This design comes from an exercise in tuning for small area and a short achievable clock period on the open sky130 flow, not from production work.
For this run, only the layout was checked, not whether the RTL still works.
Power figures rest on the tool's default switching activity, not on a simulated workload.

===== design.v =====
`timescale 1ns / 1ps
module smul(input wire [7:0] a, input wire [7:0] b, output wire [7:0] y);
  wire pp1 = a[0] & b[0];
  wire pp2 = a[0] & b[1];
  wire pp3 = a[0] & b[2];
  wire pp4 = a[0] & b[3];
  wire pp5 = a[0] & b[4];
  wire pp6 = a[0] & b[5];
  wire pp7 = a[0] & b[6];
  wire pp8 = a[0] & b[7];
  wire pp9 = a[1] & b[0];
  wire pp10 = a[1] & b[1];
  wire pp11 = a[1] & b[2];
  wire pp12 = a[1] & b[3];
  wire pp13 = a[1] & b[4];
  wire pp14 = a[1] & b[5];
  wire pp15 = a[1] & b[6];
  wire pp16 = a[2] & b[0];
  wire pp17 = a[2] & b[1];
  wire pp18 = a[2] & b[2];
  wire pp19 = a[2] & b[3];
  wire pp20 = a[2] & b[4];
  wire pp21 = a[2] & b[5];
  wire pp22 = a[3] & b[0];
  wire pp23 = a[3] & b[1];
  wire pp24 = a[3] & b[2];
  wire pp25 = a[3] & b[3];
  wire pp26 = a[3] & b[4];
  wire pp27 = a[4] & b[0];
  wire pp28 = a[4] & b[1];
  wire pp29 = a[4] & b[2];
  wire pp30 = a[4] & b[3];
  wire pp31 = a[5] & b[0];
  wire pp32 = a[5] & b[1];
  wire pp33 = a[5] & b[2];
  wire pp34 = a[6] & b[0];
  wire pp35 = a[6] & b[1];
  wire pp36 = a[7] & b[0];
  wire h39 = pp3 ^ pp10;
  wire s37 = h39 ^ pp16;
  wire c38 = h39 ? pp16 : pp3;
  wire h42 = pp4 ^ pp11;
  wire s40 = h42 ^ pp17;
  wire c41 = h42 ? pp17 : pp4;
  wire h45 = pp22 ^ c38;
  wire s43 = h45 ^ s40;
  wire c44 = h45 ? s40 : pp22;
  wire h48 = pp5 ^ pp12;
  wire s46 = h48 ^ pp18;
  wire c47 = h48 ? pp18 : pp5;
  wire h51 = pp23 ^ pp27;
  wire s49 = h51 ^ c41;
  wire c50 = h51 ? c41 : pp23;
  wire h54 = s46 ^ c44;
  wire s52 = h54 ^ s49;
  wire c53 = h54 ? s49 : s46;
  wire h57 = pp6 ^ pp13;
  wire s55 = h57 ^ pp19;
  wire c56 = h57 ? pp19 : pp6;
  wire h60 = pp24 ^ pp28;
  wire s58 = h60 ^ pp31;
  wire c59 = h60 ? pp31 : pp24;
  wire h63 = c47 ^ s55;
  wire s61 = h63 ^ s58;
  wire c62 = h63 ? s58 : c47;
  wire h66 = c50 ^ s61;
  wire s64 = h66 ^ c53;
  wire c65 = h66 ? c53 : c50;
  wire h69 = pp7 ^ pp14;
  wire s67 = h69 ^ pp20;
  wire c68 = h69 ? pp20 : pp7;
  wire h72 = pp25 ^ pp29;
  wire s70 = h72 ^ pp32;
  wire c71 = h72 ? pp32 : pp25;
  wire h75 = pp34 ^ c56;
  wire s73 = h75 ^ c59;
  wire c74 = h75 ? c59 : pp34;
  wire h78 = s67 ^ s70;
  wire s76 = h78 ^ c62;
  wire c77 = h78 ? c62 : s67;
  wire h81 = s73 ^ s76;
  wire s79 = h81 ^ c65;
  wire c80 = h81 ? c65 : s73;
  wire x82 = pp8 ^ pp15;
  wire x83 = pp21 ^ pp26;
  wire x84 = pp30 ^ pp33;
  wire x85 = pp35 ^ pp36;
  wire x86 = x82 ^ x83;
  wire x87 = x84 ^ x85;
  wire x88 = c68 ^ c71;
  wire x89 = x86 ^ x87;
  wire x90 = x88 ^ x89;
  wire x91 = c74 ^ x90;
  wire x92 = x91 ^ c77;
  wire x93 = x92 ^ c80;
  wire [7:0] rx = {x93, s79, s64, s52, s43, s37, pp2, pp1};
  wire [7:0] ry = {1'b0, 1'b0, 1'b0, 1'b0, 1'b0, 1'b0, pp9, 1'b0};
  assign y = rx + ry;
endmodule
module vdot_tree(input wire [63:0] a, input wire [63:0] b, output wire [7:0] y);
  wire pp1 = a[0] & b[0];
  wire pp2 = a[0] & b[1];
  wire pp3 = a[0] & b[2];
  wire pp4 = a[0] & b[3];
  wire pp5 = a[0] & b[4];
  wire pp6 = a[0] & b[5];
  wire pp7 = a[0] & b[6];
  wire pp8 = a[0] & b[7];
  wire pp9 = a[1] & b[0];
  wire pp10 = a[1] & b[1];
  wire pp11 = a[1] & b[2];
  wire pp12 = a[1] & b[3];
  wire pp13 = a[1] & b[4];
  wire pp14 = a[1] & b[5];
  wire pp15 = a[1] & b[6];
  wire pp16 = a[2] & b[0];
  wire pp17 = a[2] & b[1];
  wire pp18 = a[2] & b[2];
  wire pp19 = a[2] & b[3];
  wire pp20 = a[2] & b[4];
  wire pp21 = a[2] & b[5];
  wire pp22 = a[3] & b[0];
  wire pp23 = a[3] & b[1];
  wire pp24 = a[3] & b[2];
  wire pp25 = a[3] & b[3];
  wire pp26 = a[3] & b[4];
  wire pp27 = a[4] & b[0];
  wire pp28 = a[4] & b[1];
  wire pp29 = a[4] & b[2];
  wire pp30 = a[4] & b[3];
  wire pp31 = a[5] & b[0];
  wire pp32 = a[5] & b[1];
  wire pp33 = a[5] & b[2];
  wire pp34 = a[6] & b[0];
  wire pp35 = a[6] & b[1];
  wire pp36 = a[7] & b[0];
  wire pp37 = a[8] & b[8];
  wire pp38 = a[8] & b[9];
  wire pp39 = a[8] & b[10];
  wire pp40 = a[8] & b[11];
  wire pp41 = a[8] & b[12];
  wire pp42 = a[8] & b[13];
  wire pp43 = a[8] & b[14];
  wire pp44 = a[8] & b[15];
  wire pp45 = a[9] & b[8];
  wire pp46 = a[9] & b[9];
  wire pp47 = a[9] & b[10];
  wire pp48 = a[9] & b[11];
  wire pp49 = a[9] & b[12];
  wire pp50 = a[9] & b[13];
  wire pp51 = a[9] & b[14];
  wire pp52 = a[10] & b[8];
  wire pp53 = a[10] & b[9];
  wire pp54 = a[10] & b[10];
  wire pp55 = a[10] & b[11];
  wire pp56 = a[10] & b[12];
  wire pp57 = a[10] & b[13];
  wire pp58 = a[11] & b[8];
  wire pp59 = a[11] & b[9];
  wire pp60 = a[11] & b[10];
  wire pp61 = a[11] & b[11];
  wire pp62 = a[11] & b[12];
  wire pp63 = a[12] & b[8];
  wire pp64 = a[12] & b[9];
  wire pp65 = a[12] & b[10];
  wire pp66 = a[12] & b[11];
  wire pp67 = a[13] & b[8];
  wire pp68 = a[13] & b[9];
  wire pp69 = a[13] & b[10];
  wire pp70 = a[14] & b[8];
  wire pp71 = a[14] & b[9];
  wire pp72 = a[15] & b[8];
  wire pp73 = a[16] & b[16];
  wire pp74 = a[16] & b[17];
  wire pp75 = a[16] & b[18];
  wire pp76 = a[16] & b[19];
  wire pp77 = a[16] & b[20];
  wire pp78 = a[16] & b[21];
  wire pp79 = a[16] & b[22];
  wire pp80 = a[16] & b[23];
  wire pp81 = a[17] & b[16];
  wire pp82 = a[17] & b[17];
  wire pp83 = a[17] & b[18];
  wire pp84 = a[17] & b[19];
  wire pp85 = a[17] & b[20];
  wire pp86 = a[17] & b[21];
  wire pp87 = a[17] & b[22];
  wire pp88 = a[18] & b[16];
  wire pp89 = a[18] & b[17];
  wire pp90 = a[18] & b[18];
  wire pp91 = a[18] & b[19];
  wire pp92 = a[18] & b[20];
  wire pp93 = a[18] & b[21];
  wire pp94 = a[19] & b[16];
  wire pp95 = a[19] & b[17];
  wire pp96 = a[19] & b[18];
  wire pp97 = a[19] & b[19];
  wire pp98 = a[19] & b[20];
  wire pp99 = a[20] & b[16];
  wire pp100 = a[20] & b[17];
  wire pp101 = a[20] & b[18];
  wire pp102 = a[20] & b[19];
  wire pp103 = a[21] & b[16];
  wire pp104 = a[21] & b[17];
  wire pp105 = a[21] & b[18];
  wire pp106 = a[22] & b[16];
  wire pp107 = a[22] & b[17];
  wire pp108 = a[23] & b[16];
  wire pp109 = a[24] & b[24];
  wire pp110 = a[24] & b[25];
  wire pp111 = a[24] & b[26];
  wire pp112 = a[24] & b[27];
  wire pp113 = a[24] & b[28];
  wire pp114 = a[24] & b[29];
  wire pp115 = a[24] & b[30];
  wire pp116 = a[24] & b[31];
  wire pp117 = a[25] & b[24];
  wire pp118 = a[25] & b[25];
  wire pp119 = a[25] & b[26];
  wire pp120 = a[25] & b[27];
  wire pp121 = a[25] & b[28];
  wire pp122 = a[25] & b[29];
  wire pp123 = a[25] & b[30];
  wire pp124 = a[26] & b[24];
  wire pp125 = a[26] & b[25];
  wire pp126 = a[26] & b[26];
  wire pp127 = a[26] & b[27];
  wire pp128 = a[26] & b[28];
  wire pp129 = a[26] & b[29];
  wire pp130 = a[27] & b[24];
  wire pp131 = a[27] & b[25];
  wire pp132 = a[27] & b[26];
  wire pp133 = a[27] & b[27];
  wire pp134 = a[27] & b[28];
  wire pp135 = a[28] & b[24];
  wire pp136 = a[28] & b[25];
  wire pp137 = a[28] & b[26];
  wire pp138 = a[28] & b[27];
  wire pp139 = a[29] & b[24];
  wire pp140 = a[29] & b[25];
  wire pp141 = a[29] & b[26];
  wire pp142 = a[30] & b[24];
  wire pp143 = a[30] & b[25];
  wire pp144 = a[31] & b[24];
  wire pp145 = a[32] & b[32];
  wire pp146 = a[32] & b[33];
  wire pp147 = a[32] & b[34];
  wire pp148 = a[32] & b[35];
  wire pp149 = a[32] & b[36];
  wire pp150 = a[32] & b[37];
  wire pp151 = a[32] & b[38];
  wire pp152 = a[32] & b[39];
  wire pp153 = a[33] & b[32];
  wire pp154 = a[33] & b[33];
  wire pp155 = a[33] & b[34];
  wire pp156 = a[33] & b[35];
  wire pp157 = a[33] & b[36];
  wire pp158 = a[33] & b[37];
  wire pp159 = a[33] & b[38];
  wire pp160 = a[34] & b[32];
  wire pp161 = a[34] & b[33];
  wire pp162 = a[34] & b[34];
  wire pp163 = a[34] & b[35];
  wire pp164 = a[34] & b[36];
  wire pp165 = a[34] & b[37];
  wire pp166 = a[35] & b[32];
  wire pp167 = a[35] & b[33];
  wire pp168 = a[35] & b[34];
  wire pp169 = a[35] & b[35];
  wire pp170 = a[35] & b[36];
  wire pp171 = a[36] & b[32];
  wire pp172 = a[36] & b[33];
  wire pp173 = a[36] & b[34];
  wire pp174 = a[36] & b[35];
  wire pp175 = a[37] & b[32];
  wire pp176 = a[37] & b[33];
  wire pp177 = a[37] & b[34];
  wire pp178 = a[38] & b[32];
  wire pp179 = a[38] & b[33];
  wire pp180 = a[39] & b[32];
  wire pp181 = a[40] & b[40];
  wire pp182 = a[40] & b[41];
  wire pp183 = a[40] & b[42];
  wire pp184 = a[40] & b[43];
  wire pp185 = a[40] & b[44];
  wire pp186 = a[40] & b[45];
  wire pp187 = a[40] & b[46];
  wire pp188 = a[40] & b[47];
  wire pp189 = a[41] & b[40];
  wire pp190 = a[41] & b[41];
  wire pp191 = a[41] & b[42];
  wire pp192 = a[41] & b[43];
  wire pp193 = a[41] & b[44];
  wire pp194 = a[41] & b[45];
  wire pp195 = a[41] & b[46];
  wire pp196 = a[42] & b[40];
  wire pp197 = a[42] & b[41];
  wire pp198 = a[42] & b[42];
  wire pp199 = a[42] & b[43];
  wire pp200 = a[42] & b[44];
  wire pp201 = a[42] & b[45];
  wire pp202 = a[43] & b[40];
  wire pp203 = a[43] & b[41];
  wire pp204 = a[43] & b[42];
  wire pp205 = a[43] & b[43];
  wire pp206 = a[43] & b[44];
  wire pp207 = a[44] & b[40];
  wire pp208 = a[44] & b[41];
  wire pp209 = a[44] & b[42];
  wire pp210 = a[44] & b[43];
  wire pp211 = a[45] & b[40];
  wire pp212 = a[45] & b[41];
  wire pp213 = a[45] & b[42];
  wire pp214 = a[46] & b[40];
  wire pp215 = a[46] & b[41];
  wire pp216 = a[47] & b[40];
  wire pp217 = a[48] & b[48];
  wire pp218 = a[48] & b[49];
  wire pp219 = a[48] & b[50];
  wire pp220 = a[48] & b[51];
  wire pp221 = a[48] & b[52];
  wire pp222 = a[48] & b[53];
  wire pp223 = a[48] & b[54];
  wire pp224 = a[48] & b[55];
  wire pp225 = a[49] & b[48];
  wire pp226 = a[49] & b[49];
  wire pp227 = a[49] & b[50];
  wire pp228 = a[49] & b[51];
  wire pp229 = a[49] & b[52];
  wire pp230 = a[49] & b[53];
  wire pp231 = a[49] & b[54];
  wire pp232 = a[50] & b[48];
  wire pp233 = a[50] & b[49];
  wire pp234 = a[50] & b[50];
  wire pp235 = a[50] & b[51];
  wire pp236 = a[50] & b[52];
  wire pp237 = a[50] & b[53];
  wire pp238 = a[51] & b[48];
  wire pp239 = a[51] & b[49];
  wire pp240 = a[51] & b[50];
  wire pp241 = a[51] & b[51];
  wire pp242 = a[51] & b[52];
  wire pp243 = a[52] & b[48];
  wire pp244 = a[52] & b[49];
  wire pp245 = a[52] & b[50];
  wire pp246 = a[52] & b[51];
  wire pp247 = a[53] & b[48];
  wire pp248 = a[53] & b[49];
  wire pp249 = a[53] & b[50];
  wire pp250 = a[54] & b[48];
  wire pp251 = a[54] & b[49];
  wire pp252 = a[55] & b[48];
  wire pp253 = a[56] & b[56];
  wire pp254 = a[56] & b[57];
  wire pp255 = a[56] & b[58];
  wire pp256 = a[56] & b[59];
  wire pp257 = a[56] & b[60];
  wire pp258 = a[56] & b[61];
  wire pp259 = a[56] & b[62];
  wire pp260 = a[56] & b[63];
  wire pp261 = a[57] & b[56];
  wire pp262 = a[57] & b[57];
  wire pp263 = a[57] & b[58];
  wire pp264 = a[57] & b[59];
  wire pp265 = a[57] & b[60];
  wire pp266 = a[57] & b[61];
  wire pp267 = a[57] & b[62];
  wire pp268 = a[58] & b[56];
  wire pp269 = a[58] & b[57];
  wire pp270 = a[58] & b[58];
  wire pp271 = a[58] & b[59];
  wire pp272 = a[58] & b[60];
  wire pp273 = a[58] & b[61];
  wire pp274 = a[59] & b[56];
  wire pp275 = a[59] & b[57];
  wire pp276 = a[59] & b[58];
  wire pp277 = a[59] & b[59];
  wire pp278 = a[59] & b[60];
  wire pp279 = a[60] & b[56];
  wire pp280 = a[60] & b[57];
  wire pp281 = a[60] & b[58];
  wire pp282 = a[60] & b[59];
  wire pp283 = a[61] & b[56];
  wire pp284 = a[61] & b[57];
  wire pp285 = a[61] & b[58];
  wire pp286 = a[62] & b[56];
  wire pp287 = a[62] & b[57];
  wire pp288 = a[63] & b[56];
  wire s289 = pp1 ^ pp37 ^ pp73;
  wire c290 = (pp1 & pp37) | (pp1 & pp73) | (pp37 & pp73);
  wire s291 = pp109 ^ pp145 ^ pp181;
  wire c292 = (pp109 & pp145) | (pp109 & pp181) | (pp145 & pp181);
  wire s293 = pp217 ^ pp253 ^ s289;
  wire c294 = (pp217 & pp253) | (pp217 & s289) | (pp253 & s289);
  wire s295 = pp2 ^ pp9 ^ pp38;
  wire c296 = (pp2 & pp9) | (pp2 & pp38) | (pp9 & pp38);
  wire s297 = pp45 ^ pp74 ^ pp81;
  wire c298 = (pp45 & pp74) | (pp45 & pp81) | (pp74 & pp81);
  wire s299 = pp110 ^ pp117 ^ pp146;
  wire c300 = (pp110 & pp117) | (pp110 & pp146) | (pp117 & pp146);
  wire s301 = pp153 ^ pp182 ^ pp189;
  wire c302 = (pp153 & pp182) | (pp153 & pp189) | (pp182 & pp189);
  wire s303 = pp218 ^ pp225 ^ pp254;
  wire c304 = (pp218 & pp225) | (pp218 & pp254) | (pp225 & pp254);
  wire s305 = pp261 ^ c290 ^ c292;
  wire c306 = (pp261 & c290) | (pp261 & c292) | (c290 & c292);
  wire s307 = s295 ^ s297 ^ s299;
  wire c308 = (s295 & s297) | (s295 & s299) | (s297 & s299);
  wire s309 = s301 ^ s303 ^ c294;
  wire c310 = (s301 & s303) | (s301 & c294) | (s303 & c294);
  wire s311 = s305 ^ s307 ^ s309;
  wire c312 = (s305 & s307) | (s305 & s309) | (s307 & s309);
  wire s313 = pp3 ^ pp10 ^ pp16;
  wire c314 = (pp3 & pp10) | (pp3 & pp16) | (pp10 & pp16);
  wire s315 = pp39 ^ pp46 ^ pp52;
  wire c316 = (pp39 & pp46) | (pp39 & pp52) | (pp46 & pp52);
  wire s317 = pp75 ^ pp82 ^ pp88;
  wire c318 = (pp75 & pp82) | (pp75 & pp88) | (pp82 & pp88);
  wire s319 = pp111 ^ pp118 ^ pp124;
  wire c320 = (pp111 & pp118) | (pp111 & pp124) | (pp118 & pp124);
  wire s321 = pp147 ^ pp154 ^ pp160;
  wire c322 = (pp147 & pp154) | (pp147 & pp160) | (pp154 & pp160);
  wire s323 = pp183 ^ pp190 ^ pp196;
  wire c324 = (pp183 & pp190) | (pp183 & pp196) | (pp190 & pp196);
  wire s325 = pp219 ^ pp226 ^ pp232;
  wire c326 = (pp219 & pp226) | (pp219 & pp232) | (pp226 & pp232);
  wire s327 = pp255 ^ pp262 ^ pp268;
  wire c328 = (pp255 & pp262) | (pp255 & pp268) | (pp262 & pp268);
  wire s329 = c296 ^ c298 ^ c300;
  wire c330 = (c296 & c298) | (c296 & c300) | (c298 & c300);
  wire s331 = c302 ^ c304 ^ s313;
  wire c332 = (c302 & c304) | (c302 & s313) | (c304 & s313);
  wire s333 = s315 ^ s317 ^ s319;
  wire c334 = (s315 & s317) | (s315 & s319) | (s317 & s319);
  wire s335 = s321 ^ s323 ^ s325;
  wire c336 = (s321 & s323) | (s321 & s325) | (s323 & s325);
  wire s337 = s327 ^ c306 ^ c308;
  wire c338 = (s327 & c306) | (s327 & c308) | (c306 & c308);
  wire s339 = s329 ^ s331 ^ s333;
  wire c340 = (s329 & s331) | (s329 & s333) | (s331 & s333);
  wire s341 = s335 ^ c310 ^ s337;
  wire c342 = (s335 & c310) | (s335 & s337) | (c310 & s337);
  wire h345 = s339 ^ c312;
  wire s343 = h345 ^ s341;
  wire c344 = h345 ? s341 : s339;
  wire s346 = pp4 ^ pp11 ^ pp17;
  wire c347 = (pp4 & pp11) | (pp4 & pp17) | (pp11 & pp17);
  wire s348 = pp22 ^ pp40 ^ pp47;
  wire c349 = (pp22 & pp40) | (pp22 & pp47) | (pp40 & pp47);
  wire s350 = pp53 ^ pp58 ^ pp76;
  wire c351 = (pp53 & pp58) | (pp53 & pp76) | (pp58 & pp76);
  wire s352 = pp83 ^ pp89 ^ pp94;
  wire c353 = (pp83 & pp89) | (pp83 & pp94) | (pp89 & pp94);
  wire s354 = pp112 ^ pp119 ^ pp125;
  wire c355 = (pp112 & pp119) | (pp112 & pp125) | (pp119 & pp125);
  wire s356 = pp130 ^ pp148 ^ pp155;
  wire c357 = (pp130 & pp148) | (pp130 & pp155) | (pp148 & pp155);
  wire s358 = pp161 ^ pp166 ^ pp184;
  wire c359 = (pp161 & pp166) | (pp161 & pp184) | (pp166 & pp184);
  wire s360 = pp191 ^ pp197 ^ pp202;
  wire c361 = (pp191 & pp197) | (pp191 & pp202) | (pp197 & pp202);
  wire s362 = pp220 ^ pp227 ^ pp233;
  wire c363 = (pp220 & pp227) | (pp220 & pp233) | (pp227 & pp233);
  wire s364 = pp238 ^ pp256 ^ pp263;
  wire c365 = (pp238 & pp256) | (pp238 & pp263) | (pp256 & pp263);
  wire s366 = pp269 ^ pp274 ^ c314;
  wire c367 = (pp269 & pp274) | (pp269 & c314) | (pp274 & c314);
  wire s368 = c316 ^ c318 ^ c320;
  wire c369 = (c316 & c318) | (c316 & c320) | (c318 & c320);
  wire s370 = c322 ^ c324 ^ c326;
  wire c371 = (c322 & c324) | (c322 & c326) | (c324 & c326);
  wire s372 = c328 ^ s346 ^ s348;
  wire c373 = (c328 & s346) | (c328 & s348) | (s346 & s348);
  wire s374 = s350 ^ s352 ^ s354;
  wire c375 = (s350 & s352) | (s350 & s354) | (s352 & s354);
  wire s376 = s356 ^ s358 ^ s360;
  wire c377 = (s356 & s358) | (s356 & s360) | (s358 & s360);
  wire s378 = s362 ^ s364 ^ c330;
  wire c379 = (s362 & s364) | (s362 & c330) | (s364 & c330);
  wire s380 = c332 ^ c334 ^ c336;
  wire c381 = (c332 & c334) | (c332 & c336) | (c334 & c336);
  wire s382 = s366 ^ s368 ^ s370;
  wire c383 = (s366 & s368) | (s366 & s370) | (s368 & s370);
  wire s384 = s372 ^ s374 ^ s376;
  wire c385 = (s372 & s374) | (s372 & s376) | (s374 & s376);
  wire s386 = c338 ^ s378 ^ c340;
  wire c387 = (c338 & s378) | (c338 & c340) | (s378 & c340);
  wire s388 = s380 ^ s382 ^ s384;
  wire c389 = (s380 & s382) | (s380 & s384) | (s382 & s384);
  wire h392 = c342 ^ s386;
  wire s390 = h392 ^ s388;
  wire c391 = h392 ? s388 : c342;
  wire s393 = pp5 ^ pp12 ^ pp18;
  wire c394 = (pp5 & pp12) | (pp5 & pp18) | (pp12 & pp18);
  wire s395 = pp23 ^ pp27 ^ pp41;
  wire c396 = (pp23 & pp27) | (pp23 & pp41) | (pp27 & pp41);
  wire s397 = pp48 ^ pp54 ^ pp59;
  wire c398 = (pp48 & pp54) | (pp48 & pp59) | (pp54 & pp59);
  wire s399 = pp63 ^ pp77 ^ pp84;
  wire c400 = (pp63 & pp77) | (pp63 & pp84) | (pp77 & pp84);
  wire s401 = pp90 ^ pp95 ^ pp99;
  wire c402 = (pp90 & pp95) | (pp90 & pp99) | (pp95 & pp99);
  wire s403 = pp113 ^ pp120 ^ pp126;
  wire c404 = (pp113 & pp120) | (pp113 & pp126) | (pp120 & pp126);
  wire s405 = pp131 ^ pp135 ^ pp149;
  wire c406 = (pp131 & pp135) | (pp131 & pp149) | (pp135 & pp149);
  wire s407 = pp156 ^ pp162 ^ pp167;
  wire c408 = (pp156 & pp162) | (pp156 & pp167) | (pp162 & pp167);
  wire s409 = pp171 ^ pp185 ^ pp192;
  wire c410 = (pp171 & pp185) | (pp171 & pp192) | (pp185 & pp192);
  wire s411 = pp198 ^ pp203 ^ pp207;
  wire c412 = (pp198 & pp203) | (pp198 & pp207) | (pp203 & pp207);
  wire s413 = pp221 ^ pp228 ^ pp234;
  wire c414 = (pp221 & pp228) | (pp221 & pp234) | (pp228 & pp234);
  wire s415 = pp239 ^ pp243 ^ pp257;
  wire c416 = (pp239 & pp243) | (pp239 & pp257) | (pp243 & pp257);
  wire s417 = pp264 ^ pp270 ^ pp275;
  wire c418 = (pp264 & pp270) | (pp264 & pp275) | (pp270 & pp275);
  wire s419 = pp279 ^ c347 ^ c349;
  wire c420 = (pp279 & c347) | (pp279 & c349) | (c347 & c349);
  wire s421 = c351 ^ c353 ^ c355;
  wire c422 = (c351 & c353) | (c351 & c355) | (c353 & c355);
  wire s423 = c357 ^ c359 ^ c361;
  wire c424 = (c357 & c359) | (c357 & c361) | (c359 & c361);
  wire s425 = c363 ^ c365 ^ s393;
  wire c426 = (c363 & c365) | (c363 & s393) | (c365 & s393);
  wire s427 = s395 ^ s397 ^ s399;
  wire c428 = (s395 & s397) | (s395 & s399) | (s397 & s399);
  wire s429 = s401 ^ s403 ^ s405;
  wire c430 = (s401 & s403) | (s401 & s405) | (s403 & s405);
  wire s431 = s407 ^ s409 ^ s411;
  wire c432 = (s407 & s409) | (s407 & s411) | (s409 & s411);
  wire s433 = s413 ^ s415 ^ s417;
  wire c434 = (s413 & s415) | (s413 & s417) | (s415 & s417);
  wire s435 = c367 ^ c369 ^ c371;
  wire c436 = (c367 & c369) | (c367 & c371) | (c369 & c371);
  wire s437 = c373 ^ c375 ^ c377;
  wire c438 = (c373 & c375) | (c373 & c377) | (c375 & c377);
  wire s439 = s419 ^ s421 ^ s423;
  wire c440 = (s419 & s421) | (s419 & s423) | (s421 & s423);
  wire s441 = s425 ^ s427 ^ s429;
  wire c442 = (s425 & s427) | (s425 & s429) | (s427 & s429);
  wire s443 = s431 ^ s433 ^ c379;
  wire c444 = (s431 & s433) | (s431 & c379) | (s433 & c379);
  wire s445 = c381 ^ c383 ^ s435;
  wire c446 = (c381 & c383) | (c381 & s435) | (c383 & s435);
  wire s447 = c385 ^ s437 ^ s439;
  wire c448 = (c385 & s437) | (c385 & s439) | (s437 & s439);
  wire h451 = s441 ^ s443;
  wire s449 = h451 ^ c387;
  wire c450 = h451 ? c387 : s441;
  wire h454 = s445 ^ c389;
  wire s452 = h454 ^ s447;
  wire c453 = h454 ? s447 : s445;
  wire h457 = s449 ^ s452;
  wire s455 = h457 ^ c391;
  wire c456 = h457 ? c391 : s449;
  wire s458 = pp6 ^ pp13 ^ pp19;
  wire c459 = (pp6 & pp13) | (pp6 & pp19) | (pp13 & pp19);
  wire s460 = pp24 ^ pp28 ^ pp31;
  wire c461 = (pp24 & pp28) | (pp24 & pp31) | (pp28 & pp31);
  wire s462 = pp42 ^ pp49 ^ pp55;
  wire c463 = (pp42 & pp49) | (pp42 & pp55) | (pp49 & pp55);
  wire s464 = pp60 ^ pp64 ^ pp67;
  wire c465 = (pp60 & pp64) | (pp60 & pp67) | (pp64 & pp67);
  wire s466 = pp78 ^ pp85 ^ pp91;
  wire c467 = (pp78 & pp85) | (pp78 & pp91) | (pp85 & pp91);
  wire s468 = pp96 ^ pp100 ^ pp103;
  wire c469 = (pp96 & pp100) | (pp96 & pp103) | (pp100 & pp103);
  wire s470 = pp114 ^ pp121 ^ pp127;
  wire c471 = (pp114 & pp121) | (pp114 & pp127) | (pp121 & pp127);
  wire s472 = pp132 ^ pp136 ^ pp139;
  wire c473 = (pp132 & pp136) | (pp132 & pp139) | (pp136 & pp139);
  wire s474 = pp150 ^ pp157 ^ pp163;
  wire c475 = (pp150 & pp157) | (pp150 & pp163) | (pp157 & pp163);
  wire s476 = pp168 ^ pp172 ^ pp175;
  wire c477 = (pp168 & pp172) | (pp168 & pp175) | (pp172 & pp175);
  wire s478 = pp186 ^ pp193 ^ pp199;
  wire c479 = (pp186 & pp193) | (pp186 & pp199) | (pp193 & pp199);
  wire s480 = pp204 ^ pp208 ^ pp211;
  wire c481 = (pp204 & pp208) | (pp204 & pp211) | (pp208 & pp211);
  wire s482 = pp222 ^ pp229 ^ pp235;
  wire c483 = (pp222 & pp229) | (pp222 & pp235) | (pp229 & pp235);
  wire s484 = pp240 ^ pp244 ^ pp247;
  wire c485 = (pp240 & pp244) | (pp240 & pp247) | (pp244 & pp247);
  wire s486 = pp258 ^ pp265 ^ pp271;
  wire c487 = (pp258 & pp265) | (pp258 & pp271) | (pp265 & pp271);
  wire s488 = pp276 ^ pp280 ^ pp283;
  wire c489 = (pp276 & pp280) | (pp276 & pp283) | (pp280 & pp283);
  wire s490 = c394 ^ c396 ^ c398;
  wire c491 = (c394 & c396) | (c394 & c398) | (c396 & c398);
  wire s492 = c400 ^ c402 ^ c404;
  wire c493 = (c400 & c402) | (c400 & c404) | (c402 & c404);
  wire s494 = c406 ^ c408 ^ c410;
  wire c495 = (c406 & c408) | (c406 & c410) | (c408 & c410);
  wire s496 = c412 ^ c414 ^ c416;
  wire c497 = (c412 & c414) | (c412 & c416) | (c414 & c416);
  wire s498 = c418 ^ s458 ^ s460;
  wire c499 = (c418 & s458) | (c418 & s460) | (s458 & s460);
  wire s500 = s462 ^ s464 ^ s466;
  wire c501 = (s462 & s464) | (s462 & s466) | (s464 & s466);
  wire s502 = s468 ^ s470 ^ s472;
  wire c503 = (s468 & s470) | (s468 & s472) | (s470 & s472);
  wire s504 = s474 ^ s476 ^ s478;
  wire c505 = (s474 & s476) | (s474 & s478) | (s476 & s478);
  wire s506 = s480 ^ s482 ^ s484;
  wire c507 = (s480 & s482) | (s480 & s484) | (s482 & s484);
  wire s508 = s486 ^ s488 ^ c420;
  wire c509 = (s486 & s488) | (s486 & c420) | (s488 & c420);
  wire s510 = c422 ^ c424 ^ c426;
  wire c511 = (c422 & c424) | (c422 & c426) | (c424 & c426);
  wire s512 = c428 ^ c430 ^ c432;
  wire c513 = (c428 & c430) | (c428 & c432) | (c430 & c432);
  wire s514 = c434 ^ s490 ^ s492;
  wire c515 = (c434 & s490) | (c434 & s492) | (s490 & s492);
  wire s516 = s494 ^ s496 ^ s498;
  wire c517 = (s494 & s496) | (s494 & s498) | (s496 & s498);
  wire s518 = s500 ^ s502 ^ s504;
  wire c519 = (s500 & s502) | (s500 & s504) | (s502 & s504);
  wire s520 = s506 ^ c436 ^ c438;
  wire c521 = (s506 & c436) | (s506 & c438) | (c436 & c438);
  wire s522 = c440 ^ s508 ^ c442;
  wire c523 = (c440 & s508) | (c440 & c442) | (s508 & c442);
  wire s524 = s510 ^ s512 ^ s514;
  wire c525 = (s510 & s512) | (s510 & s514) | (s512 & s514);
  wire h528 = s516 ^ s518;
  wire s526 = h528 ^ c444;
  wire c527 = h528 ? c444 : s516;
  wire h531 = c446 ^ c448;
  wire s529 = h531 ^ s520;
  wire c530 = h531 ? s520 : c446;
  wire h534 = s522 ^ s524;
  wire s532 = h534 ^ s526;
  wire c533 = h534 ? s526 : s522;
  wire h537 = c450 ^ s529;
  wire s535 = h537 ^ c453;
  wire c536 = h537 ? c453 : c450;
  wire h540 = s532 ^ s535;
  wire s538 = h540 ^ c456;
  wire c539 = h540 ? c456 : s532;
  wire s541 = pp7 ^ pp14 ^ pp20;
  wire c542 = (pp7 & pp14) | (pp7 & pp20) | (pp14 & pp20);
  wire s543 = pp25 ^ pp29 ^ pp32;
  wire c544 = (pp25 & pp29) | (pp25 & pp32) | (pp29 & pp32);
  wire s545 = pp34 ^ pp43 ^ pp50;
  wire c546 = (pp34 & pp43) | (pp34 & pp50) | (pp43 & pp50);
  wire s547 = pp56 ^ pp61 ^ pp65;
  wire c548 = (pp56 & pp61) | (pp56 & pp65) | (pp61 & pp65);
  wire s549 = pp68 ^ pp70 ^ pp79;
  wire c550 = (pp68 & pp70) | (pp68 & pp79) | (pp70 & pp79);
  wire s551 = pp86 ^ pp92 ^ pp97;
  wire c552 = (pp86 & pp92) | (pp86 & pp97) | (pp92 & pp97);
  wire s553 = pp101 ^ pp104 ^ pp106;
  wire c554 = (pp101 & pp104) | (pp101 & pp106) | (pp104 & pp106);
  wire s555 = pp115 ^ pp122 ^ pp128;
  wire c556 = (pp115 & pp122) | (pp115 & pp128) | (pp122 & pp128);
  wire s557 = pp133 ^ pp137 ^ pp140;
  wire c558 = (pp133 & pp137) | (pp133 & pp140) | (pp137 & pp140);
  wire s559 = pp142 ^ pp151 ^ pp158;
  wire c560 = (pp142 & pp151) | (pp142 & pp158) | (pp151 & pp158);
  wire s561 = pp164 ^ pp169 ^ pp173;
  wire c562 = (pp164 & pp169) | (pp164 & pp173) | (pp169 & pp173);
  wire s563 = pp176 ^ pp178 ^ pp187;
  wire c564 = (pp176 & pp178) | (pp176 & pp187) | (pp178 & pp187);
  wire s565 = pp194 ^ pp200 ^ pp205;
  wire c566 = (pp194 & pp200) | (pp194 & pp205) | (pp200 & pp205);
  wire s567 = pp209 ^ pp212 ^ pp214;
  wire c568 = (pp209 & pp212) | (pp209 & pp214) | (pp212 & pp214);
  wire s569 = pp223 ^ pp230 ^ pp236;
  wire c570 = (pp223 & pp230) | (pp223 & pp236) | (pp230 & pp236);
  wire s571 = pp241 ^ pp245 ^ pp248;
  wire c572 = (pp241 & pp245) | (pp241 & pp248) | (pp245 & pp248);
  wire s573 = pp250 ^ pp259 ^ pp266;
  wire c574 = (pp250 & pp259) | (pp250 & pp266) | (pp259 & pp266);
  wire s575 = pp272 ^ pp277 ^ pp281;
  wire c576 = (pp272 & pp277) | (pp272 & pp281) | (pp277 & pp281);
  wire s577 = pp284 ^ pp286 ^ c459;
  wire c578 = (pp284 & pp286) | (pp284 & c459) | (pp286 & c459);
  wire s579 = c461 ^ c463 ^ c465;
  wire c580 = (c461 & c463) | (c461 & c465) | (c463 & c465);
  wire s581 = c467 ^ c469 ^ c471;
  wire c582 = (c467 & c469) | (c467 & c471) | (c469 & c471);
  wire s583 = c473 ^ c475 ^ c477;
  wire c584 = (c473 & c475) | (c473 & c477) | (c475 & c477);
  wire s585 = c479 ^ c481 ^ c483;
  wire c586 = (c479 & c481) | (c479 & c483) | (c481 & c483);
  wire s587 = c485 ^ c487 ^ c489;
  wire c588 = (c485 & c487) | (c485 & c489) | (c487 & c489);
  wire s589 = s541 ^ s543 ^ s545;
  wire c590 = (s541 & s543) | (s541 & s545) | (s543 & s545);
  wire s591 = s547 ^ s549 ^ s551;
  wire c592 = (s547 & s549) | (s547 & s551) | (s549 & s551);
  wire s593 = s553 ^ s555 ^ s557;
  wire c594 = (s553 & s555) | (s553 & s557) | (s555 & s557);
  wire s595 = s559 ^ s561 ^ s563;
  wire c596 = (s559 & s561) | (s559 & s563) | (s561 & s563);
  wire s597 = s565 ^ s567 ^ s569;
  wire c598 = (s565 & s567) | (s565 & s569) | (s567 & s569);
  wire s599 = s571 ^ s573 ^ s575;
  wire c600 = (s571 & s573) | (s571 & s575) | (s573 & s575);
  wire s601 = c491 ^ c493 ^ c495;
  wire c602 = (c491 & c493) | (c491 & c495) | (c493 & c495);
  wire s603 = c497 ^ c499 ^ c501;
  wire c604 = (c497 & c499) | (c497 & c501) | (c499 & c501);
  wire s605 = c503 ^ c505 ^ c507;
  wire c606 = (c503 & c505) | (c503 & c507) | (c505 & c507);
  wire s607 = s577 ^ s579 ^ s581;
  wire c608 = (s577 & s579) | (s577 & s581) | (s579 & s581);
  wire s609 = s583 ^ s585 ^ s587;
  wire c610 = (s583 & s585) | (s583 & s587) | (s585 & s587);
  wire s611 = s589 ^ s591 ^ s593;
  wire c612 = (s589 & s591) | (s589 & s593) | (s591 & s593);
  wire s613 = s595 ^ s597 ^ s599;
  wire c614 = (s595 & s597) | (s595 & s599) | (s597 & s599);
  wire s615 = c509 ^ c511 ^ c513;
  wire c616 = (c509 & c511) | (c509 & c513) | (c511 & c513);
  wire s617 = c515 ^ s601 ^ c517;
  wire c618 = (c515 & s601) | (c515 & c517) | (s601 & c517);
  wire s619 = c519 ^ s603 ^ s605;
  wire c620 = (c519 & s603) | (c519 & s605) | (s603 & s605);
  wire s621 = s607 ^ s609 ^ s611;
  wire c622 = (s607 & s609) | (s607 & s611) | (s609 & s611);
  wire h625 = s613 ^ c521;
  wire s623 = h625 ^ c523;
  wire c624 = h625 ? c523 : s613;
  wire h628 = c525 ^ s615;
  wire s626 = h628 ^ s617;
  wire c627 = h628 ? s617 : c525;
  wire h631 = s619 ^ s621;
  wire s629 = h631 ^ c527;
  wire c630 = h631 ? c527 : s619;
  wire h634 = c530 ^ s623;
  wire s632 = h634 ^ s626;
  wire c633 = h634 ? s626 : c530;
  wire h637 = c533 ^ s629;
  wire s635 = h637 ^ c536;
  wire c636 = h637 ? c536 : c533;
  wire h640 = s632 ^ s635;
  wire s638 = h640 ^ c539;
  wire c639 = h640 ? c539 : s632;
  wire x641 = pp8 ^ pp15;
  wire x642 = pp21 ^ pp26;
  wire x643 = pp30 ^ pp33;
  wire x644 = pp35 ^ pp36;
  wire x645 = pp44 ^ pp51;
  wire x646 = pp57 ^ pp62;
  wire x647 = pp66 ^ pp69;
  wire x648 = pp71 ^ pp72;
  wire x649 = pp80 ^ pp87;
  wire x650 = pp93 ^ pp98;
  wire x651 = pp102 ^ pp105;
  wire x652 = pp107 ^ pp108;
  wire x653 = pp116 ^ pp123;
  wire x654 = pp129 ^ pp134;
  wire x655 = pp138 ^ pp141;
  wire x656 = pp143 ^ pp144;
  wire x657 = pp152 ^ pp159;
  wire x658 = pp165 ^ pp170;
  wire x659 = pp174 ^ pp177;
  wire x660 = pp179 ^ pp180;
  wire x661 = pp188 ^ pp195;
  wire x662 = pp201 ^ pp206;
  wire x663 = pp210 ^ pp213;
  wire x664 = pp215 ^ pp216;
  wire x665 = pp224 ^ pp231;
  wire x666 = pp237 ^ pp242;
  wire x667 = pp246 ^ pp249;
  wire x668 = pp251 ^ pp252;
  wire x669 = pp260 ^ pp267;
  wire x670 = pp273 ^ pp278;
  wire x671 = pp282 ^ pp285;
  wire x672 = pp287 ^ pp288;
  wire x673 = x641 ^ x642;
  wire x674 = x643 ^ x644;
  wire x675 = x645 ^ x646;
  wire x676 = x647 ^ x648;
  wire x677 = x649 ^ x650;
  wire x678 = x651 ^ x652;
  wire x679 = x653 ^ x654;
  wire x680 = x655 ^ x656;
  wire x681 = x657 ^ x658;
  wire x682 = x659 ^ x660;
  wire x683 = x661 ^ x662;
  wire x684 = x663 ^ x664;
  wire x685 = x665 ^ x666;
  wire x686 = x667 ^ x668;
  wire x687 = x669 ^ x670;
  wire x688 = x671 ^ x672;
  wire x689 = c542 ^ c544;
  wire x690 = c546 ^ c548;
  wire x691 = c550 ^ c552;
  wire x692 = c554 ^ c556;
  wire x693 = c558 ^ c560;
  wire x694 = c562 ^ c564;
  wire x695 = c566 ^ c568;
  wire x696 = c570 ^ c572;
  wire x697 = c574 ^ c576;
  wire x698 = x673 ^ x674;
  wire x699 = x675 ^ x676;
  wire x700 = x677 ^ x678;
  wire x701 = x679 ^ x680;
  wire x702 = x681 ^ x682;
  wire x703 = x683 ^ x684;
  wire x704 = x685 ^ x686;
  wire x705 = x687 ^ x688;
  wire x706 = x689 ^ x690;
  wire x707 = x691 ^ x692;
  wire x708 = x693 ^ x694;
  wire x709 = x695 ^ x696;
  wire x710 = x697 ^ x698;
  wire x711 = x699 ^ x700;
  wire x712 = x701 ^ x702;
  wire x713 = x703 ^ x704;
  wire x714 = x705 ^ c578;
  wire x715 = c580 ^ c582;
  wire x716 = c584 ^ c586;
  wire x717 = c588 ^ c590;
  wire x718 = c592 ^ c594;
  wire x719 = c596 ^ c598;
  wire x720 = c600 ^ x706;
  wire x721 = x707 ^ x708;
  wire x722 = x709 ^ x710;
  wire x723 = x711 ^ x712;
  wire x724 = x713 ^ x714;
  wire x725 = x715 ^ x716;
  wire x726 = x717 ^ x718;
  wire x727 = x719 ^ x720;
  wire x728 = x721 ^ x722;
  wire x729 = x723 ^ c602;
  wire x730 = c604 ^ c606;
  wire x731 = c608 ^ c610;
  wire x732 = x724 ^ x725;
  wire x733 = c612 ^ c614;
  wire x734 = x726 ^ x727;
  wire x735 = x728 ^ x729;
  wire x736 = x730 ^ x731;
  wire x737 = x732 ^ x733;
  wire x738 = x734 ^ c616;
  wire x739 = x735 ^ c618;
  wire x740 = c620 ^ x736;
  wire x741 = c622 ^ x737;
  wire x742 = x738 ^ x739;
  wire x743 = x740 ^ x741;
  wire x744 = c624 ^ x742;
  wire x745 = c627 ^ x743;
  wire x746 = x744 ^ x745;
  wire x747 = c630 ^ c633;
  wire x748 = x746 ^ x747;
  wire x749 = c636 ^ x748;
  wire x750 = x749 ^ c639;
  wire [7:0] rx = {x750, s638, s538, s455, c344, s343, s311, s291};
  wire [7:0] ry = {1'b0, 1'b0, 1'b0, 1'b0, s390, 1'b0, 1'b0, s293};
  assign y = rx + ry;
endmodule
`timescale 1ns / 1ps
module CPU( input clk,
	input rst,
	input wire [31:0] inst,
	input wire [63:0]	main_memory_input_data_path,
	output reg[63:0] main_memory_output_data_path,
	output wire[31:0] pc_inst_addr,
	output wire		Vector_Write_Access,
	output wire		Memory_Write_Access,
	output wire		Load_Vector_Flag,
	output wire 		Load_Word_Flag,
	output wire[11:0]	Main_Memory_Address
	);
	wire [5:0] op  = inst[31:26];
	wire [4:0] rd  = inst[25:21];
	wire [4:0] rs1 = inst[20:16];
	wire [4:0] rs2 = inst[15:11];
	wire [7:0] imm = inst[15:8];
	wire [63:0] mem = main_memory_input_data_path;
	wire op_add  = op == 6'b000000;
	wire op_sub  = op == 6'b000001;
	wire op_mul  = op == 6'b000010;
	wire op_and  = op == 6'b000100;
	wire op_or   = op == 6'b000101;
	wire op_xor  = op == 6'b000110;
	wire op_sll  = op == 6'b001000;
	wire op_srl  = op == 6'b001001;
	wire op_slt  = op == 6'b001010;
	wire op_seq  = op == 6'b001011;
	wire op_addi = op == 6'b001101;
	wire op_andi = op == 6'b001110;
	wire op_xori = op == 6'b001111;
	wire op_slti = op == 6'b101000;
	wire op_vadd = op == 6'b010000;
	wire op_vsub = op == 6'b010001;
	wire op_vdot = op == 6'b010010;
	wire op_lw   = op == 6'b100101;
	wire op_lv   = op == 6'b101101;
	wire op_sw   = op == 6'b100110;
	wire op_sv   = op == 6'b101110;
	wire op_rar  = op == 6'b101111;
	wire op_raw  = op == 6'b101100;
	wire op_beq  = op == 6'b100011;
	wire op_bgt  = op == 6'b011111;
	wire op_jmp  = op == 6'b110000;
	assign Load_Word_Flag      = op_lw | op_rar;
	assign Load_Vector_Flag    = op_lv | op_rar;
	assign Memory_Write_Access = op_sw | op_raw;
	assign Vector_Write_Access = op_sv | op_raw;
	assign Main_Memory_Address = inst[11:0];
	wire imm_sel = op_addi | op_andi | op_xori | op_slti | op_beq | op_bgt;
	wire s_we = op_add | op_sub | op_mul | op_and | op_or | op_xor | op_sll | op_srl |
	            op_slt | op_seq | op_addi | op_andi | op_xori | op_slti | op_lw;
	wire v_we = op_vadd | op_vsub | op_vdot | op_lv;
	reg [7:0]  R [0:30];
	reg [63:0] V [0:2];
	reg [31:0] T;
	reg [31:0] PC;
	assign pc_inst_addr = PC;
	wire [255:0] rf;
	genvar g;
	generate
		for (g = 0; g < 31; g = g + 1) begin : rf_flat
			assign rf[8*g +: 8] = R[g];
		end
	endgenerate
	assign rf[255:248] = 8'd0;
	function [7:0] rdmux(input [255:0] x, input [4:0] s);
		reg [63:0] l1;
		reg [15:0] l2;
		integer q;
		begin
			for (q = 0; q < 8; q = q + 1)
				case (s[1:0])
					2'd0: l1[8*q +: 8] = x[32*q +: 8];
					2'd1: l1[8*q +: 8] = x[32*q + 8 +: 8];
					2'd2: l1[8*q +: 8] = x[32*q + 16 +: 8];
					default: l1[8*q +: 8] = x[32*q + 24 +: 8];
				endcase
			for (q = 0; q < 2; q = q + 1)
				case (s[3:2])
					2'd0: l2[8*q +: 8] = l1[32*q +: 8];
					2'd1: l2[8*q +: 8] = l1[32*q + 8 +: 8];
					2'd2: l2[8*q +: 8] = l1[32*q + 16 +: 8];
					default: l2[8*q +: 8] = l1[32*q + 24 +: 8];
				endcase
			rdmux = s[4] ? l2[15:8] : l2[7:0];
		end
	endfunction
	wire [7:0] A = rdmux(rf, rs1);
	wire [7:0] B = rdmux(rf, rs2);
	wire nva = op_sw | op_raw;
	wire [63:0] VA = (V[0] & {64{rs1 == 5'd0 && !nva}}) |
	                 (V[1] & {64{rs1 == 5'd1 && !nva}}) |
	                 (V[2] & {64{rs1 == 5'd2 && !nva}});
	wire [63:0] VB = (V[0] & {64{rs2 == 5'd0}}) |
	                 (V[1] & {64{rs2 == 5'd1}}) |
	                 (V[2] & {64{rs2 == 5'd2}});
	always @(*) begin
		main_memory_output_data_path = VA;
		main_memory_output_data_path[7:0] = VA[7:0] | (A & {8{op_sw}}) | (PC[7:0] & {8{op_raw}});
		main_memory_output_data_path[31:8] = VA[31:8] | (PC[31:8] & {24{op_raw}});
	end
	wire [7:0] B2 = imm_sel ? imm : B;
	wire do_sub = !(op_add | op_addi);
	wire [7:0] b2x = B2 ^ {8{do_sub}};
	reg [8:0] dc;
	reg [7:0] diff;
	integer d;
	always @(*) begin
		dc[0] = do_sub;
		for (d = 0; d < 8; d = d + 1) begin
			diff[d] = A[d] ^ b2x[d] ^ dc[d];
			dc[d+1] = (A[d] ^ b2x[d]) ? dc[d] : A[d];
		end
	end
	wire lt = !dc[8];                 
	wire eq = (A == B2);
	wire [7:0] prod;
	smul u_mul(.a(A), .b(B), .y(prod));
	wire [7:0] shl = (B[7:3] != 5'd0) ? 8'd0 : (A << B[2:0]);
	wire [7:0] shr = (B[7:3] != 5'd0) ? 8'd0 : (A >> B[2:0]);
	reg [7:0] alu;
	always @(*) begin
		alu = 8'd0;
		if (op_add | op_addi | op_sub) alu = diff;
		if (op_mul)                    alu = prod;
		if (op_and | op_andi)          alu = A & B2;
		if (op_or)                     alu = A | B2;
		if (op_xor | op_xori)          alu = A ^ B2;
		if (op_sll)                    alu = shl;
		if (op_srl)                    alu = shr;
		if (op_slt | op_slti)          alu = {7'd0, lt};
		if (op_seq)                    alu = {7'd0, eq};
	end
	wire [7:0] s_wdata = op_lw ? mem[7:0] : alu;
	reg [63:0] vaddsub;
	wire [7:0] dot;
	vdot_tree u_dot(.a(VA), .b(VB), .y(dot));
	integer k, m;
	reg [8:0] cy;
	reg [7:0] bb;
	always @(*) begin
		for (k = 0; k < 8; k = k + 1) begin
			bb = VB[8*k +: 8] ^ {8{op_vsub}};
			cy[0] = op_vsub;
			for (m = 0; m < 8; m = m + 1) begin
				vaddsub[8*k+m] = VA[8*k+m] ^ bb[m] ^ cy[m];
				cy[m+1] = (VA[8*k+m] ^ bb[m]) ? cy[m] : VA[8*k+m];
			end
		end
	end
	wire [63:0] v_wdata = op_lv ? mem : (op_vdot ? {56'd0, dot} : vaddsub);
	wire taken = (op_beq & !eq) | (op_bgt & !lt & !eq);
	always @(posedge clk) begin
		if (rst) PC <= 32'd0;
		else if (op_jmp) PC <= {6'd0, inst[25:0]};
		else if (taken) PC <= T;
		else PC <= PC + 32'd4;
	end
	always @(posedge clk)
		if (op_rar) T <= mem[31:0];
	integer j;
	always @(posedge clk) begin
		for (j = 0; j < 31; j = j + 1)
			if (s_we && rd == j) R[j] <= s_wdata;
		for (j = 0; j < 3; j = j + 1)
			if (v_we && rd == j) V[j] <= v_wdata;
	end
endmodule

===== flow/run.sh =====
#!/bin/bash
set -euo pipefail
bash standard.sh "BUFFER_PORTS_ARGS=-buffer_cell sky130_fd_sc_hd__buf_2" \
  "CTS_ARGS=-sink_clustering_enable -repair_clock_nets -dont_use_dummy_load -buf_list {sky130_fd_sc_hd__clkbuf_2 sky130_fd_sc_hd__clkbuf_4 sky130_fd_sc_hd__clkbuf_8}" \
  finish > standard_flow.log 2>&1

===== standard.sh =====
#!/bin/bash
# synth_recipe.tcl (not shown) runs the flow's synth.tcl, then flattens the netlist and writes it again
# the make line also repeats each setting of config.mk as NAME=value (left out here)
make -C /OpenROAD-flow-scripts/flow DESIGN_CONFIG=/design/flow/config.mk WORK_HOME=/design/flow/orfs CLKGATE_MAP_FILE= SYNTH_SCRIPT=/design/flow/synth_recipe.tcl "${@:-finish}"

===== config.mk =====
export PLATFORM = sky130hd
export DESIGN_NAME = CPU
export DESIGN_NICKNAME = CPU
export VERILOG_FILES = /design/flow/design.v
export SDC_FILE = /design/flow/constraint.sdc
export NUM_CORES = 4
export LEC_CHECK = 0
export ABC_AREA = 1
export CAP_MARGIN = 20
export CORE_MARGIN = 2
export CORE_UTILIZATION = 40
export SETUP_SLACK_MARGIN = 5
export SLEW_MARGIN = 20

===== constraint.sdc =====
create_clock -name core_clock -period 12.0 [get_ports {clk}]
set_input_delay 2.4000 -clock core_clock [delete_from_list [all_inputs] [get_ports {clk}]]
set_output_delay 2.4000 -clock core_clock [all_outputs]
set_load 0.01 [all_outputs]

==> reports/qor.txt <==
Status = complete, no violations
Placed cells = 5851
Starting density of the core = 0.402
Layout Nets = 5235
First DRT Iteration DRCs = 3871
Synthesized Nets = 4850
Setup crit start kind = input pin
Wirelength per Cell = 23.5 µm
Skew final = 0.117 ns
Most common cell on crit path = inv_2
Placeable Area = 91500 µm²
RD Place Congestion = 0.934
Mux cell area share after synthesis = 0.000543
Crit end category = flip-flop
Port bufs = 209
CP max-delay cell = fa_2
Drt first pass iters = 6
Max-slew violations = 0
Die Span X = 307 µm
Clk Latency, worst-skew pair = 0.73 ns
Post-Synth Simple-Gate Area = 0.253
RSZ-0062 raised after global routing = yes
Asr flop ratio synth = 0
Tcrit/Tclk final = 0.655
Worst Hold Depth = 2
Residual DRC count = 0
CTS Buffer Depth = 3
Rows = 111
Hold Worst Slack = 0.459 ns
Fillers = 8700
Maxcap violations = 0
Post-synthesis cell count = 4578
Root Driver = clkbuf_8
Overall global routing resource usage = 0.301
Yosys Warn Count = 3
Synth cell types = 64
Synth area leaders = edfxtp_1 (38%), nand2_1 (16%), fa_1 (8.3%), inv_1 (5.7%), xor2_1 (5.2%)
Synth Area in Adders = 0.0912
Synthesized flop and latch total = 504
First-pass GRT wire length = 211 mm
Post-route minimum period = 7.85 ns
Worst Tran Pin Value = 1.14 ns
Setup WS pre-CTS = 2.08 ns
Hold Path Class = flip-flop to flip-flop
Power Dens Cells = 93.7 nW/µm²
CP required = 12.47 ns
R2R cell count = 31
CP Class = input pin to flip-flop
Synth top area share = 0.385
Reg clk slew, reported paths = 0.06 ns
Relative slew margins = 0.235
Leakage dissipation = 0.0194 µW
Max stage delay on crit path = 0.54 ns
Vias in the first global route = 32678
Synth area leader = edfxtp_1
Maximum clock frequency = 0.127 GHz
Post-synth EDFFs = 472
VDD IR-drop max = 81.3 µV
Final hold viol count = 0
Number of I/O pins = 210
Mapped Area = 36800 µm²
Routed Antenna Nets = 0
H-tree levels = 3
Total congestion overflow = 0
Via-to-Cell Ratio = 5.56
Compound-Gate Fraction of Synth Area = 0.0961
TritonCTS clock tree = built
Max Fanout on Critical Path = 7
Total negative setup slack = 0 ns
Routed WL = 144 mm
Main combinational cell family by area after synthesis = simple AND/OR/NAND/NOR gates
Die ar. = 94500 µm²
Total CTS buffers = 88
Register area share after synthesis = 0.402
Via Count = 34188
Largest net degree at the start of global routing = 67
Fin worst setup slack = 4.15 ns
Final setup vio count = 0
WP data arrival = 8.32 ns
Layout area overhead = 19.3%
Non-Filler Instances = 6151
Dpl hpwl = 96.2 mm
Antenna violations before repair = 6
Synth Area in XOR/XNOR = 0.0716
Main synth FF type = edfxtp_1
Share of layout cells above drive strength 1 = 0.190
Sink Count = 504
DIE HEIGHT = 307 µm
Average cell area after synthesis = 8.05 µm²
## metal layers
layer,track usage,vias up,wire [µm]
li1,-,15543,-
met1,0.406,16393,58300
met2,0.479,1878,65300
met3,0.0509,374,13800
met4,0.128,0,6890
met5,0,-,0
## final timing paths
check,slack [ns],from,end
setup / recovery,4.15,inst[26],V[1][7]
hold / removal,0.46,T[11],PC[11]
setup reg to reg,6.32,V[1][8],V[1][7]
hold reg to reg,0.46,T[11],PC[11]
## registers in the layout (all words and copies together) (netlist names)
name	count
T	32
PC	32
V	192
R	248
## timing repair
action / 4_1_cts / 5_1_grt
pin swaps: 101 / 37
gates resized for setup: 328 / 122
buffers inserted: 134 / 53
hold buffers: 0 / 0
cloned: 18 / 3
setup endpoints to repair: 334 / 157
## worst max-delay path, delay by kind of cell
family | cells | cell delay, ns
adders and majority gates | 6 | 2.51
and+or+nand+nor | 13 | 1.48
buffers and inverters | 13 | 0.86
AOI/OAI and AO/OA | 3 | 0.53
xor gates and xnor gates | 3 | 0.52
## cell usage after synthesis (6+ instances only)
cell      number
a31oi_1       14
ha_1          22
o211ai_1      34
dfxtp_1       32
nor3_1        21
nand2_2       15
buf_2         59
a21oi_1      129
o21ai_0      240
xnor2_1       83
nor2_1       251
nand3_1      320
nor2_2         6
o211ai_2      17
clkinv_1       6
nand2_1     1542
fa_1         152
a22oi_1        6
xor2_1       218
or2_2         17
o21ai_1       62
o22ai_1       19
o21ai_2       10
nand4_1       23
nand3_2       23
buf_6         16
a21oi_2        7
inv_1        556
buf_4         37
nor4_1         8
clkbuf_1      47
inv_2         22
o21bai_1      19
edfxtp_1     472
## cell families (layout without fill, tap and decap cells)
| logic type | count (synthesis) | in the layout |
|---|---|---|
| and+or+nand+nor | 2246 | 2250 |
| buffers and inverters | 750 | 1128 |
| AOI/OAI and AO/OA | 597 | 598 |
| DFF | 504 | 504 |
| xor gates and xnor gates | 301 | 301 |
| adders and majority gates | 178 | 178 |
| muxes | 2 | 2 |
| other | 0 | 4 |
## cells in the final DEF (no fill, tap or decap), types with 17 or more instances in the layout
| cell type | n |
|---|---|
| nand2_1 | 1479 |
| inv_1 | 507 |
| edfxtp_1 | 472 |
| nand3_1 | 285 |
| nor2_1 | 232 |
| o21ai_0 | 221 |
| xor2_1 | 213 |
| buf_2 | 197 |
| buf_4 | 192 |
| fa_1 | 124 |
| a21oi_1 | 121 |
| clkbuf_8 | 89 |
| xnor2_1 | 77 |
| o21ai_1 | 66 |
| nand2_2 | 57 |
| inv_2 | 40 |
| nand3_4 | 36 |
| o211ai_1 | 34 |
| dfxtp_1 | 32 |
| fa_2 | 28 |
| nand3_2 | 26 |
| nand4_1 | 23 |
| ha_1 | 21 |
| buf_12 | 21 |
| o21ai_2 | 19 |
| o21bai_1 | 19 |
| buf_6 | 19 |
| nor2_4 | 18 |
| nand2_4 | 17 |
| o22ai_1 | 17 |
## report_power, final
group	switching [µW]	internal [µW]	leakage [µW]
Combinational	584	273	0.0141
Sequential	10.6	1950	0.00460
Clock	657	642	0.000633
Total	1250	2870	0.0194
## metrics by stage
stage,power (µW),instance area [µm²],utilization
2_1_floorplan,2480,37100,-
3_3_place_gp,2710,39000,0.427
3_5_place_dp,2720,39100,0.427
4_1_cts,4080,43000,0.470
5_1_grt,4270,44000,0.480
6_report,4120,44000,0.480
## layout make-up
class,instances,area (µm²),share of cell area
multi-input cells,3329,20400,0.464
flip-flops and latches,504,14800,0.337
repair buffers,450,3550,0.0808
inverters,584,2390,0.0544
well taps,1186,1480,0.0338
clock buffers,88,1210,0.0276
repair inverters,6,87.6,0.00199
diodes,4,10.0,0.000228

## what the ideal ports hide
No port has a modelled driver above. Below, the same layout with a new extraction and two added sets of constraints. Step 1: set_driving_cell puts a clkbuf_16 on clk and a buf_2 on each other input, an assumption about the parent block. Step 2 also shifts input and output timing later by t, the mid clock arrival at the registers, as if the neighbouring blocks saw the same clock. a / b / c = no drivers / after step 1 / after step 2; a / b = the first two.
t, ns: 0.741
setup slack, ns: 4.146 / 4.149 / 3.409
latest minus earliest clock arrival (ns): 0.117 / 0.117
cell pins on the clock port's net: 1
After both steps setup and hold are still met in this run. The setup slack of this run moves by +0.003 ns with the drivers and by -0.737 ns with both steps.
